This design comes from an exercise in tuning for small area on the open sky130 flow, not from production work. Function was checked by simulation only, so behaviour that the tests miss may differ from the original. Power figures rest on the tool's default switching activity, not on a simulated workload.

==> inputs of tundra <==
==> flow/design.v (excerpt) <==
module uvc_app(
    input         clk,
    input         rst,               
    input         usb_sof_i,
    input         usb_txact_i,
    input         usb_txpop_i,
    input  [7:0]  usb_rxdat_i,
    input         usb_rxval_i,
    input         usb_rxact_i,
    input         usb_setup_i,
    input  [3:0]  usb_endpt_i,
    input  [7:0]  inf_alter_i,
    input  [7:0]  inf_sel_i,
    input         inf_set_i,
    input  [9:0]  descrom_raddr_i,
    input         phy_txvalid_i,
    input  [7:0]  fifo_rdat_i,
    input  [11:0] fifo_wnum_i,
    input         fifo_aempty_i,
    input         fifo_afull_i,
    input         fifo_empty_i,
    output [7:0]  usb_txdat_o,
    output        usb_txval_o,
    output [11:0] usb_txdat_len_o,
    output        usb_txcork_o,
    output [3:0]  usb_txiso_pid_o,
    output [7:0]  inf_alter_o,
    output [7:0]  descrom_rdat_o,
    output [9:0]  desc_dev_addr_o,
    output [7:0]  desc_dev_len_o,
    output [9:0]  desc_qual_addr_o,
    output [7:0]  desc_qual_len_o,
    output [9:0]  desc_fscfg_addr_o,
    output [7:0]  desc_fscfg_len_o,
    output [9:0]  desc_hscfg_addr_o,
    output [7:0]  desc_hscfg_len_o,
    output [9:0]  desc_oscfg_addr_o,
    output [9:0]  desc_strlang_addr_o,
    output [9:0]  desc_strvendor_addr_o,
    output [7:0]  desc_strvendor_len_o,
    output [9:0]  desc_strproduct_addr_o,
    output [7:0]  desc_strproduct_len_o,
    output [9:0]  desc_strserial_addr_o,
    output [7:0]  desc_strserial_len_o,
    output        desc_have_strings_o,
    output [7:0]  fifo_wdat_o,
    output        fifo_wren_o,
    output        fifo_rden_o,
    output        LED,
    output [5:0]  GPIO
);
==> module uvc_probe, before the edit <==
module uvc_probe (
    input            clk,
    input            rst,
    input            setup_i,
    input      [7:0] rxdat_i,
    input            rxval_i,
    input            rxact_i,
    input            txact_i,
    input            txpop_i,
    input            ep0_i,
    output           send_o,
    output     [7:0] dat_o
);
reg        rq_set, rq_get, v_ok, i_ok;
reg [3:0]  stage;
reg [7:0]  sub_stage;
reg        endpt0_send;
assign send_o = endpt0_send;
reg [7:0]  endpt0_dat;
assign dat_o = endpt0_dat;
wire       match = v_ok & i_ok;
localparam [271:0] PROBE_RST = 272'h0000000003938700000004000004b000000000000000000000000005161501010000;
wire [271:0] probe;
wire probe_we = ~setup_i & rq_set & match & rxact_i & ep0_i & rxval_i;
reg rst_seen;
always @(posedge clk, posedge rst) begin
    if (rst)
        rst_seen <= 1'b1;
    else
        rst_seen <= 1'b0;
end
wire [7:0] rxd_z = rxdat_i & {8{~rst_seen}};
wire [7:0] rxd_o = rxdat_i | {8{rst_seen}};
genvar k;
generate
    for (k = 0; k < 34; k = k + 1) begin : g_probe
        if (k >= 22 && k <= 25) begin : g_const
            assign probe[8*k +: 8] = PROBE_RST[8*k +: 8];
        end
        else begin : g_reg
            reg [7:0] r;
            wire en = rst_seen | (probe_we & dec[k]);
            always @(posedge clk) begin
                if (en)
                    r <= (rxd_z & ~PROBE_RST[8*k +: 8]) | (rxd_o & PROBE_RST[8*k +: 8]);
            end
            assign probe[8*k +: 8] = r;
        end
    end
endgenerate
wire [7:0] dlo;
wire [4:0] dhi;
genvar m;
generate
    for (m = 0; m < 8; m = m + 1) begin : g_dlo
        assign dlo[m] = (sub_stage[2:0] == m);
    end
    for (m = 0; m < 5; m = m + 1) begin : g_dhi
        assign dhi[m] = (sub_stage[7:3] == m);
    end
endgenerate
wire [33:0] dec;
generate
    for (k = 0; k < 34; k = k + 1) begin : g_dec
        assign dec[k] = dhi[k / 8] & dlo[k % 8];
    end
endgenerate
reg [7:0] grp [0:4];
reg [7:0] probe_next;
integer j, g;
always @(*) begin
    for (g = 0; g < 5; g = g + 1) begin
        grp[g] = 8'd0;
        for (j = 8 * g; j < 8 * g + 8 && j < 33; j = j + 1)
            grp[g] = grp[g] | ({8{dlo[j % 8]}} & probe[8*(j+1) +: 8]);
    end
    probe_next = 8'd0;
    for (g = 0; g < 5; g = g + 1)
        probe_next = probe_next | ({8{dhi[g]}} & grp[g]);
end
wire rd_ok = |dec[32:0];
wire sub_clr = setup_i ? (rxval_i & ((stage == 4'd0) | (stage == 4'd7))) :
               rq_set  ? (match & ~(rxact_i & ep0_i)) :
               rq_get  ? (match & ~(txact_i & ep0_i)) : 1'b1;
wire sub_inc = ~setup_i & match & ep0_i &
               ((rq_set & rxact_i & rxval_i) | (rq_get & txact_i & endpt0_send & txpop_i));
wire [7:0] sub_nxt;
rinc #(8) u_sub_inc (.q(sub_stage), .cin(sub_inc), .s(sub_nxt));
always @(posedge clk, posedge rst) begin
    if (rst)
        sub_stage <= 8'd0;
    else
        sub_stage <= sub_nxt & {8{~sub_clr}};
end
always @(posedge clk, posedge rst) begin
    if (rst) begin
        stage       <= 4'd0;
        endpt0_send <= 1'b0;
        endpt0_dat  <= 8'd0;
        rq_set      <= 1'b0;
        rq_get      <= 1'b0;
        v_ok        <= 1'b0;
        i_ok        <= 1'b0;
    end
    else if (setup_i) begin
        if (rxval_i) begin
            if (stage != 4'd8)
                stage <= stage + 4'd1;
            case (stage)
                4'd0: endpt0_send <= 1'b0;
                4'd1: begin
                    rq_set <= (rxdat_i == 8'h01);
                    rq_get <= (rxdat_i == 8'h81) | (rxdat_i == 8'h87);
                end
                4'd3: v_ok <= (rxdat_i == 8'h01);
                4'd4: i_ok <= (rxdat_i == 8'h01);
                4'd6: if (rq_get & match) endpt0_send <= 1'b1;
                default: ;
            endcase
        end
    end
    else begin
        stage <= 4'd0;
        if (rq_get) begin
            if (match) begin
                if (txact_i & ep0_i) begin
                    if (endpt0_send) begin
                        if (txpop_i) begin
                            if (dec[33])
                                endpt0_send <= 1'b0;
                            if (rd_ok)
                                endpt0_dat <= probe_next;
                        end
                        else if (dec[0])
                            endpt0_dat <= probe[7:0];
                    end
                end
            end
        end
    end
end
endmodule
==> flow/config.mk <==
export PLATFORM = sky130hd
export DESIGN_NAME = uvc_app
export DESIGN_NICKNAME = uvc_app
export VERILOG_FILES = /design/flow/design.v
export SDC_FILE = /design/flow/constraint.sdc
export NUM_CORES = 4
export LEC_CHECK = 0
export ABC_AREA = 1
export CAP_MARGIN = 20
export CORE_MARGIN = 2
export CORE_UTILIZATION = 65
export GPL_TIMING_DRIVEN = 0
export SLEW_MARGIN = 20
==> flow/constraint.sdc <==
create_clock -name core_clock -period 12.5 [get_ports {clk}]
set_input_delay 2.5000 -clock core_clock [delete_from_list [all_inputs] [get_ports {clk}]]
set_output_delay 2.5000 -clock core_clock [all_outputs]
set_load 0.01 [all_outputs]
standard.sh (not shown) runs the stock make flow with config.mk's settings and CLKGATE_MAP_FILE= SYNTH_SCRIPT=/design/flow/synth_recipe.tcl, a recipe that flattens the netlist after the stock synthesis.
==> flow/flow/run.sh <==
#!/bin/bash
# Standard ORFS layout (the standard.sh, standard synthesis unchanged) with
# three changes:
#  - ports are buffered with buf_1 instead of the resizer's default pick;
#  - the clock tree uses clkbuf_16 leaf clusters without dummy loads;
#  - after placement, each tie-low conb_1 is folded into the nearest tie-high
#    conb_1 (one cell drives both a 1 and a 0 through its HI and LO pins).
# Each step's output goes to its own log here; ORFS keeps per-step logs under orfs/logs.
set -euo pipefail
KNOBS=(
  "BUFFER_PORTS_ARGS=-buffer_cell sky130_fd_sc_hd__buf_1"
  "CTS_ARGS=-sink_clustering_enable -repair_clock_nets -dont_use_dummy_load -buf_list sky130_fd_sc_hd__clkbuf_16 -sink_clustering_size 28 -sink_clustering_max_diameter 100"
)
bash standard.sh "${KNOBS[@]}" place > flow_place.log 2>&1
R=orfs/results/${FLOW_PLATFORM}/uvc_app/base
TIE_IN=$R/3_place.odb TIE_OUT=$R/3_place.odb openroad -no_init -exit flow/merge_ties.tcl > merge_ties.log 2>&1
bash standard.sh "${KNOBS[@]}" finish > flow_finish.log 2>&1
==> flow/flow/merge_ties.tcl <==
# Let one conb_1 tie cell drive a tie-high and a tie-low load: pair each
# tie-high cell with the nearest tie-low cell, move the low load onto the
# high cell's LO pin and delete the emptied cell.
set db_file $::env(TIE_IN)
set out_file $::env(TIE_OUT)
read_db $db_file
set block [ord::get_db_block]
set his {}
set los {}
foreach inst [$block getInsts] {
  if {[[$inst getMaster] getName] ne "sky130_fd_sc_hd__conb_1"} { continue }
  set hi [$inst findITerm HI]
  set lo [$inst findITerm LO]
  set hn [$hi getNet]
  set ln [$lo getNet]
  if {$hn ne "NULL" && $ln eq "NULL"} { lappend his $inst }
  if {$ln ne "NULL" && $hn eq "NULL"} { lappend los $inst }
}
puts "tie-high cells [llength $his], tie-low cells [llength $los]"
set merged 0
foreach h $his {
  if {[llength $los] == 0} { break }
  set hx [lindex [$h getLocation] 0]
  set hy [lindex [$h getLocation] 1]
  set best -1
  set bestd 0
  set i 0
  foreach l $los {
    set d [expr {abs([lindex [$l getLocation] 0] - $hx) + abs([lindex [$l getLocation] 1] - $hy)}]
    if {$best < 0 || $d < $bestd} { set best $i; set bestd $d }
    incr i
  }
  set l [lindex $los $best]
  set los [lreplace $los $best $best]
  set net [[$l findITerm LO] getNet]
  [$l findITerm LO] disconnect
  [$h findITerm LO] connect $net
  odb::dbInst_destroy $l
  incr merged
}
puts "merged $merged tie-low cells into tie-high cells"
write_db $out_file
==> garnet (differences from tundra) <==
--- a/flow/design.v
+++ b/flow/design.v
@@ -955,13 +955,2 @@
 endgenerate
-wire [7:0] dlo;
-wire [4:0] dhi;
-genvar m;
-generate
-    for (m = 0; m < 8; m = m + 1) begin : g_dlo
-        assign dlo[m] = (sub_stage[2:0] == m);
-    end
-    for (m = 0; m < 5; m = m + 1) begin : g_dhi
-        assign dhi[m] = (sub_stage[7:3] == m);
-    end
-endgenerate
 wire [33:0] dec;
@@ -969,17 +958,11 @@
     for (k = 0; k < 34; k = k + 1) begin : g_dec
-        assign dec[k] = dhi[k / 8] & dlo[k % 8];
+        assign dec[k] = (sub_stage == k);
     end
 endgenerate
-reg [7:0] grp [0:4];
 reg [7:0] probe_next;
-integer j, g;
+integer j;
 always @(*) begin
-    for (g = 0; g < 5; g = g + 1) begin
-        grp[g] = 8'd0;
-        for (j = 8 * g; j < 8 * g + 8 && j < 33; j = j + 1)
-            grp[g] = grp[g] | ({8{dlo[j % 8]}} & probe[8*(j+1) +: 8]);
-    end
     probe_next = 8'd0;
-    for (g = 0; g < 5; g = g + 1)
-        probe_next = probe_next | ({8{dhi[g]}} & grp[g]);
+    for (j = 0; j < 33; j = j + 1)
+        probe_next = probe_next | ({8{dec[j]}} & probe[8*(j+1) +: 8]);
 end
--- a/flow/flow/run.sh
+++ b/flow/flow/run.sh
@@ -11,3 +11,3 @@
   "BUFFER_PORTS_ARGS=-buffer_cell sky130_fd_sc_hd__buf_1"
-  "CTS_ARGS=-sink_clustering_enable -repair_clock_nets -dont_use_dummy_load -buf_list sky130_fd_sc_hd__clkbuf_16 -sink_clustering_size 28 -sink_clustering_max_diameter 100"
+  "CTS_ARGS=-sink_clustering_enable -repair_clock_nets -dont_use_dummy_load -buf_list sky130_fd_sc_hd__clkbuf_16 -sink_clustering_size 24 -sink_clustering_max_diameter 100"
 )
--- a/flow/config.mk
+++ b/flow/config.mk
@@ -11,3 +11,2 @@
 export CORE_UTILIZATION = 65
-export GPL_TIMING_DRIVEN = 0
 export SLEW_MARGIN = 20
==> impl_metrics.py <==
metrics = {
    "pwr": {
        "power_clock_uw": 796,
        "pwr-share-comb_pct": 10.9,
    },
    "finish": {
        "nClkBuffers": 24,
        "synthToLayoutAreaGrowth_pct": 4.100,
        "n_antenna_cell": 0,
        "multi_input_gates": 1206,
    },
    "synthesis": {
        "synth.area.mux_share_pct": 0.04444,
    },
    "die": {
        "die_h_um": 190.1,
    },
    "drt": {
        "vias": 15280,
        "route.met3.wl_mm": 4.749,
    },
    "outcome": {
        "status": "timing/DRC/antenna clean",
    },
}
-- figures above: garnet

==> impl_metrics.py <==
metrics = {
    "finish": {
        "multi_input_gates": 1235,
        "nFlopsAndLatches": 478,
        "nClkBuffers": 21,
        "n_antenna_cell": 5,
        "synthToLayoutAreaGrowth_pct": 9.451,
    },
    "synthesis": {
        "synthXorXnorAreaFrac_pct": 0.5458,
        "synthCells": 2040,
        "synth.area.mux_share_pct": 0,
    },
    "drt": {
        "vias": 16190,
        "route.met3.wl_mm": 5.753,
    },
    "outcome": {
        "status": "timing/DRC/antenna clean",
    },
    "pwr": {
        "power_clock_uw": 755,
        "pwr-share-comb_pct": 12.5,
    },
    "grt": {
        "use_met2_pct": 54.07,
    },
}
-- figures above: tundra

static timing again, ports no longer ideal:
No port has a modelled driver above. Below, the same layouts with a new extraction and two added sets of constraints.
Step 1 assumes that a clkbuf_16 drives the clock port and a buf_2 every other input.
Step 2, shift: input delay + t, output delay - t, t = (earliest + latest rising clock arrival at the registers) / 2. This alone moves slack from input paths to output paths.
a / b / c = ideal / step 1 / step 2; a / b = the first two.
run	t, ns	slack for setup (ns)	worst slew at a driven data input, ns
tundra	0.580	3.839 / 3.799 / 3.799	0.15
garnet	0.592	4.051 / 4.026 / 4.026	0.06
After both steps setup and hold are still met in every run listed. For tundra, which loses most, drivers alone change the setup slack by -0.040 ns; drivers and shift together by -0.040 ns.
